Source: an optimization exercise on an open RTL-to-GDS flow (aim: a short achievable clock period and few clock cycles). Production flows keep margins and buffers that such runs may drop. The RTL was checked by simulation tests, not by an equivalence proof against the original design.

Setup of rev 12:
==> flow/design.v <==
module regfile(input         clk,
               input         we,
               input  [4:0]  ra1, ra2, wa,
               input  [31:0] wd,
               output [31:0] rd1, rd2);
  reg [31:0] rf[31:1];
  always @(posedge clk)
    if (we && wa != 5'd0) rf[wa] <= wd;
  assign rd1 = (ra1 != 5'd0) ? rf[ra1] : 32'b0;
  assign rd2 = (ra2 != 5'd0) ? rf[ra2] : 32'b0;
endmodule
module loadsel(input      [31:0] a,
               input             lbu,
               input      [1:0]  off,
               output reg [31:0] y);
  always @(*)
    if (lbu)
      case (off)
        2'b00: y = {24'b0, a[7:0]};
        2'b01: y = {24'b0, a[15:8]};
        2'b10: y = {24'b0, a[23:16]};
        2'b11: y = {24'b0, a[31:24]};
      endcase
    else
      y = a;
endmodule
module mips(input         clk, reset,
            output [31:0] pc,
            input  [31:0] instr,
            output        memwrite,
            output [31:0] memaddr,
            output [31:0] memwritedata,
            input  [31:0] memreaddata);
  reg  [31:0] pc_r;          
  reg  [31:0] pcb_r;         
  reg         pcb_j;
  wire [31:0] pcb4 = pcb_r + 32'd4;
  wire [31:0] pcb8 = pcb_r + 32'd8;
  wire [31:0] pc4  = pcb_j ? pcb4 : pcb_r;      
  wire [31:0] pc8  = pcb_j ? pcb8 : pcb4;       
  wire        if_j = (instr[31:26] == 6'b000010);
  wire [31:0] jt   = {pc4[31:28], instr[25:0], 2'b00};
  reg         d_v;
  reg  [31:0] d_ir;
  reg  [31:0] d_pc4;
  reg  [23:0] d_pch1;        
  reg         e_we;          
  reg         e_ld;          
  reg         e_lbu;
  reg         e_sw;
  reg         e_beq;
  reg         e_sel_ar, e_sel_and, e_sel_or, e_sel_nor, e_sel_slt;
  reg         e_cin;         
  reg  [4:0]  e_wr;
  reg  [31:0] e_a, e_b, e_sd;
  reg         e_fsd;         
  reg  [31:0] e_bt;
  reg         e_off0;        
  reg         e_off1;        
  reg         m_we, m_ld, m_lbu, m_sw;
  reg  [4:0]  m_wr;
  reg  [31:0] m_res;
  reg  [31:0] m_addr;
  reg  [31:0] m_sd;
  reg         w_we;
  reg  [4:0]  w_wr;
  reg  [31:0] w_res;
  wire [5:0] op    = d_ir[31:26];
  wire [5:0] funct = d_ir[5:0];
  wire [4:0] rs    = d_ir[25:21];
  wire [4:0] rt    = d_ir[20:16];
  wire [4:0] rd    = d_ir[15:11];
  wire isR    = (op == 6'b000000);
  wire isLW   = (op == 6'b100011);
  wire isLBU  = (op == 6'b100100);
  wire isSW   = (op == 6'b101011);
  wire isBEQ  = (op == 6'b000100);
  wire isJ    = (op == 6'b000010);
  wire isADDI = (op == 6'b001000) | (op == 6'b001001);
  wire isORI  = (op == 6'b001101);
  wire isANDI = (op == 6'b001100);
  wire isLUI  = (op == 6'b001111);
  wire fAND = (funct == 6'b100100);
  wire fOR  = (funct == 6'b100101);
  wire fNOR = (funct == 6'b100111);
  wire fSLT = (funct == 6'b101010);
  wire fSUB = (funct == 6'b100010) | (funct == 6'b100011);
  wire       d_regw = isR | isLW | isLBU | isADDI | isORI | isANDI | isLUI;
  wire [4:0] d_wr   = isR ? rd : rt;
  wire       d_we   = d_v & d_regw & (d_wr != 5'd0);
  wire       d_ld   = isLW | isLBU;
  wire       use_rt = isR | isBEQ;      
  wire       alusrc = ~(isR | isBEQ);
  wire [31:0] simm = {{16{d_ir[15]}}, d_ir[15:0]};
  wire        d_bz = isBEQ & (rs == rt) & (d_ir[15:6] == 10'd0) & (d_ir[5:0] != 6'd0);
  wire [8:0]  sblo = {1'b0, d_pc4[7:0]} + {1'b0, d_ir[5:0], 2'b00};
  wire [31:0] d_sbt = {sblo[8] ? d_pch1 : d_pc4[31:8], sblo[7:0]};
  wire [31:0] imm  = isLUI ? {d_ir[15:0], 16'b0} :
                     (isORI | isANDI) ? {16'b0, d_ir[15:0]} : simm;
  wire [31:0] rf_a, rf_b;
  regfile rf(.clk(clk), .we(w_we), .ra1(rs), .ra2(rt), .wa(w_wr),
             .wd(w_res), .rd1(rf_a), .rd2(rf_b));
  wire [31:0] m_lddata;
  loadsel ls(.a(memreaddata), .lbu(m_lbu), .off(m_res[1:0]), .y(m_lddata));
  wire [31:0] m_val = m_ld ? m_lddata : m_res;
  wire a_e = e_we & (e_wr == rs);
  wire b_e = e_we & (e_wr == rt);
  wire a_m = m_we & (m_wr == rs);
  wire a_w = w_we & (w_wr == rs);
  wire b_m = m_we & (m_wr == rt);
  wire b_w = w_we & (w_wr == rt);
  wire [31:0] va_old = a_m ? m_res : a_w ? w_res : rf_a;    
  wire [31:0] vb_old = b_m ? m_res : b_w ? w_res : rf_b;
  wire        a_ld   = a_m & m_ld;
  wire        b_ld   = b_m & m_ld;
  wire [32:0] sum1 = {e_a, 1'b1} + {e_b, e_cin};
  wire [31:0] sum  = sum1[32:1];
  wire [31:0] aor  = e_a | e_b;
  wire [31:0] lres = ({32{e_sel_and}} & (e_a & e_b)) |
                     ({32{e_sel_or}}  & aor) |
                     ({32{e_sel_nor}} & ~aor) |
                     {31'b0, e_sel_slt & sum[31]};
  wire [31:0] res  = ({32{e_sel_ar}} & sum) | lres;
  wire        d_sub  = isR & (fSUB | fSLT);
  wire [31:0] bn     = {32{d_sub}};
  wire        sa_ar  = a_e & e_sel_ar;
  wire        sa_ld  = ~a_e & a_ld, sa_old = ~a_e & ~a_ld;
  wire        bx_e   = b_e & ~alusrc;
  wire        sbp_ar = bx_e & e_sel_ar & ~d_sub, sbn_ar = bx_e & e_sel_ar & d_sub;
  wire        sb_lg  = bx_e & ~e_sel_ar;
  wire        sb_ld  = ~alusrc & ~b_e & b_ld, sb_old = ~alusrc & ~b_e & ~b_ld;
  wire        sd_ld  = b_ld;
  wire [31:0] nx_a  = ({32{sa_ar}} & sum) |
                      ({32{a_e}} & lres) | ({32{sa_ld}} & m_lddata) |
                      ({32{sa_old}} & va_old);
  wire [31:0] nx_b  = ({32{sbp_ar}} & sum) | ({32{sbn_ar}} & ~sum) |
                      ({32{sb_lg}} & (lres ^ bn)) | ({32{sb_ld}} & (m_lddata ^ bn)) |
                      ({32{sb_old}} & (vb_old ^ bn)) | ({32{alusrc}} & imm);
  wire [31:0] nx_sd = sd_ld ? m_lddata : vb_old;    
  wire eq     = e_beq & (e_a == e_b);
  wire taken  = eq & ~e_off0 & ~(e_off1 & d_v & ~isJ & ~d_bz);
  wire squash = eq & ~e_off0;
  wire stall  = d_v & e_ld & ~d_bz & (a_e | (b_e & use_rt));
  wire idtake = d_v & d_bz;    
  wire        jsel    = if_j & ~idtake & ~stall;
  wire [31:0] pc_id   = jsel ? jt : idtake ? d_sbt : stall ? pc_r  : pc4;
  wire [31:0] pcb_id  = jsel ? jt : idtake ? d_sbt : stall ? pcb_r : pc8;
  always @(posedge clk, posedge reset)
    if (reset) begin
      pc_r  <= 32'b0;
      pcb_r <= 32'b0;
      pcb_j <= 1'b1;
      d_v   <= 1'b0;
      e_we <= 1'b0; e_ld <= 1'b0; e_sw <= 1'b0; e_beq <= 1'b0;
      m_we <= 1'b0; m_ld <= 1'b0; m_sw <= 1'b0;
      w_we <= 1'b0;
    end else begin
      pc_r  <= taken ? e_bt : pc_id;
      pcb_r <= taken ? e_bt : pcb_id;
      pcb_j <= taken | jsel | idtake | (stall & pcb_j);
      if (taken | idtake) d_v <= 1'b0;
      else if (!stall)    d_v <= 1'b1;
      if (squash | stall) begin
        e_we <= 1'b0; e_ld <= 1'b0; e_sw <= 1'b0; e_beq <= 1'b0;
      end else begin
        e_we  <= d_we;
        e_ld  <= d_v & d_ld;
        e_sw  <= d_v & isSW;
        e_beq <= d_v & isBEQ & ~d_bz;
      end
      m_we <= e_we;
      m_ld <= e_ld;
      m_sw <= e_sw;
      w_we <= m_we;
    end
  always @(posedge clk) begin
    if (!stall) begin
      d_ir  <= instr;
      d_pc4 <= pc4;
      d_pch1 <= pc4[31:8] + 24'd1;
    end
    e_lbu     <= isLBU;
    e_sel_ar  <= isR ? (funct[5:1] == 5'b10000) | fSUB : ~(isORI | isANDI);
    e_cin     <= d_sub;
    e_sel_and <= (isR & fAND) | isANDI;
    e_sel_or  <= (isR & fOR) | isORI;
    e_sel_nor <= isR & fNOR;
    e_sel_slt <= isR & fSLT;
    e_wr      <= d_wr;
    e_a       <= nx_a;
    e_b       <= nx_b;
    e_sd      <= nx_sd;
    e_fsd     <= b_e;
    e_bt      <= d_pc4 + {simm[29:0], 2'b00};
    e_off0    <= (d_ir[15:0] == 16'd0);
    e_off1    <= (d_ir[15:0] == 16'd1);
    m_lbu  <= e_lbu;
    m_wr   <= e_wr;
    m_res  <= res;
    m_addr <= {sum[31:2], sum[1:0] & {2{~e_lbu}}};
    m_sd   <= e_fsd ? m_val : e_sd;
    w_wr  <= m_wr;
    w_res <= m_val;
  end
  assign pc           = pc_r;
  assign memwrite     = m_sw;
  assign memaddr      = m_addr;
  assign memwritedata = m_sd;
endmodule
export LEC_CHECK = 0
export ABC_CLOCK_PERIOD_IN_PS = 2500
export CAP_MARGIN = 20
export CORE_MARGIN = 2
export CORE_UTILIZATION = 55
export SETUP_SLACK_MARGIN = 5
export SLEW_MARGIN = 20
create_clock -name core_clock -period 9.0 [get_ports {clk}]
standard.sh (not shown) runs the stock make flow with config.mk's settings and CLKGATE_MAP_FILE= SYNTH_SCRIPT=/design/flow/synth_recipe.tcl, a recipe that flattens the netlist after the stock synthesis.
==> flow/flow/run.sh <==
#!/bin/bash
set -euo pipefail
bash standard.sh \
  SETUP_SLACK_MARGIN=6.5 \
  "BUFFER_PORTS_ARGS=-buffer_cell sky130_fd_sc_hd__buf_4" \
  MATCH_CELL_FOOTPRINT=0 \
  finish > make_finish.log 2>&1
Testbench counts of rev 12, summed over its fixed seeds: cycles 62,865.
Input-level comparison between rev 13 and rev 12:
-- flow/design.v --
<<< rev 12, line 44
  reg  [31:0] d_ir;
  reg  [31:0] d_pc4;
  reg  [23:0] d_pch1;        
  reg         e_we;          
  reg         e_ld;          
>>> rev 13, line 44
  reg  [31:0] d_ir;
  reg  [31:0] d_pc4;
  reg  [24:0] d_pch1;        
  reg         e_we;          
  reg         e_ld;          
<<< rev 12, line 93
  wire       alusrc = ~(isR | isBEQ);
  wire [31:0] simm = {{16{d_ir[15]}}, d_ir[15:0]};
  wire        d_bz = isBEQ & (rs == rt) & (d_ir[15:6] == 10'd0) & (d_ir[5:0] != 6'd0);
  wire [8:0]  sblo = {1'b0, d_pc4[7:0]} + {1'b0, d_ir[5:0], 2'b00};
  wire [31:0] d_sbt = {sblo[8] ? d_pch1 : d_pc4[31:8], sblo[7:0]};
  wire [31:0] imm  = isLUI ? {d_ir[15:0], 16'b0} :
                     (isORI | isANDI) ? {16'b0, d_ir[15:0]} : simm;
>>> rev 13, line 93
  wire       alusrc = ~(isR | isBEQ);
  wire [31:0] simm = {{16{d_ir[15]}}, d_ir[15:0]};
  wire        d_bz = isBEQ & (rs == rt) & (d_ir[15:3] == 13'd0) & (d_ir[2:0] != 3'd0);
  wire [5:0]  sblo = {1'b0, d_pc4[6:2]} + {3'b0, d_ir[2:0]};
  wire [31:0] d_sbt = {sblo[5] ? d_pch1 : d_pc4[31:7], sblo[4:0], 2'b00};
  wire [31:0] imm  = isLUI ? {d_ir[15:0], 16'b0} :
                     (isORI | isANDI) ? {16'b0, d_ir[15:0]} : simm;
<<< rev 12, line 178
      d_ir  <= instr;
      d_pc4 <= pc4;
      d_pch1 <= pc4[31:8] + 24'd1;
    end
    e_lbu     <= isLBU;
>>> rev 13, line 178
      d_ir  <= instr;
      d_pc4 <= pc4;
      d_pch1 <= pc4[31:7] + 25'd1;
    end
    e_lbu     <= isLBU;
[summary]
- As far as cell row count goes, rev 12 and rev 13 are indistinguishable; the numbers are identical.
- The slowest cell on the critical path comes out dfrtp_2 in one run and nor3_4 in the other, namely in rev 12 and rev 13 respectively.
- As far as number of flip-flops and latches in the synthesized netlist is concerned, rev 12 and rev 13 perform about the same.
- The fraction of synthesis flops using an asynchronous set or reset pin was comparable across rev 13 and rev 12.
- Of rev 13 and rev 12, rev 12 shows the higher area growth from synthesis to layout, with rev 13 below it.
- Longest individual stage delay on the worst path delta (rev 13 -> rev 12): insignificant
- Worst hold slack on rev 13 is down relative to rev 12.
- Between rev 13 and rev 12, the global-route usage over all layers is higher for rev 12.
- Sequential cell count of the final layout across rev 13 and rev 12: no real change.
- Delta (rev 13 minus rev 12): design area fell 2.3%, post-route fraction of the period consumed by the critical path rose by 1.8 points.
- Rev 13: no failed stages, no open violations at the end
Testbench counts of rev 13, summed over its fixed seeds: cycles 62,865.

[separate check: timing with driven ports]
The flow's constraints put no driver on any port. The routed layouts listed below were extracted and timed again, unchanged, in two steps.
Step 1 sets driving cells, clkbuf_16 on the clock port and buf_2 on the other inputs (assumed; they add their load-dependent delay and slew).
Step 2, shift: input delay + t, output delay - t, t = (earliest + latest rising clock arrival at the registers) / 2. This alone moves slack from input paths to output paths.
Three values: no drivers, after step 1, after step 2; two values: the first two.
| run | t, ns | setup WS [ns] | hold slack, ns | latest minus earliest clock arrival (ns) | worst slew at a driven data input, ns |
|---|---|---|---|---|---|
| rev 12 | 0.893 | 5.746 / 5.664 / 5.172 | 0.351 / 0.351 / 0.351 | 0.041 / 0.042 | 0.05 |
| rev 13 | 0.866 | 5.585 / 5.585 / 5.295 | 0.340 / 0.340 / 0.340 | 0.034 / 0.034 | 0.05 |
After both steps every run listed still meets setup and hold. For rev 12, which loses most, drivers alone change the setup slack by -0.082 ns; drivers and shift together by -0.574 ns.
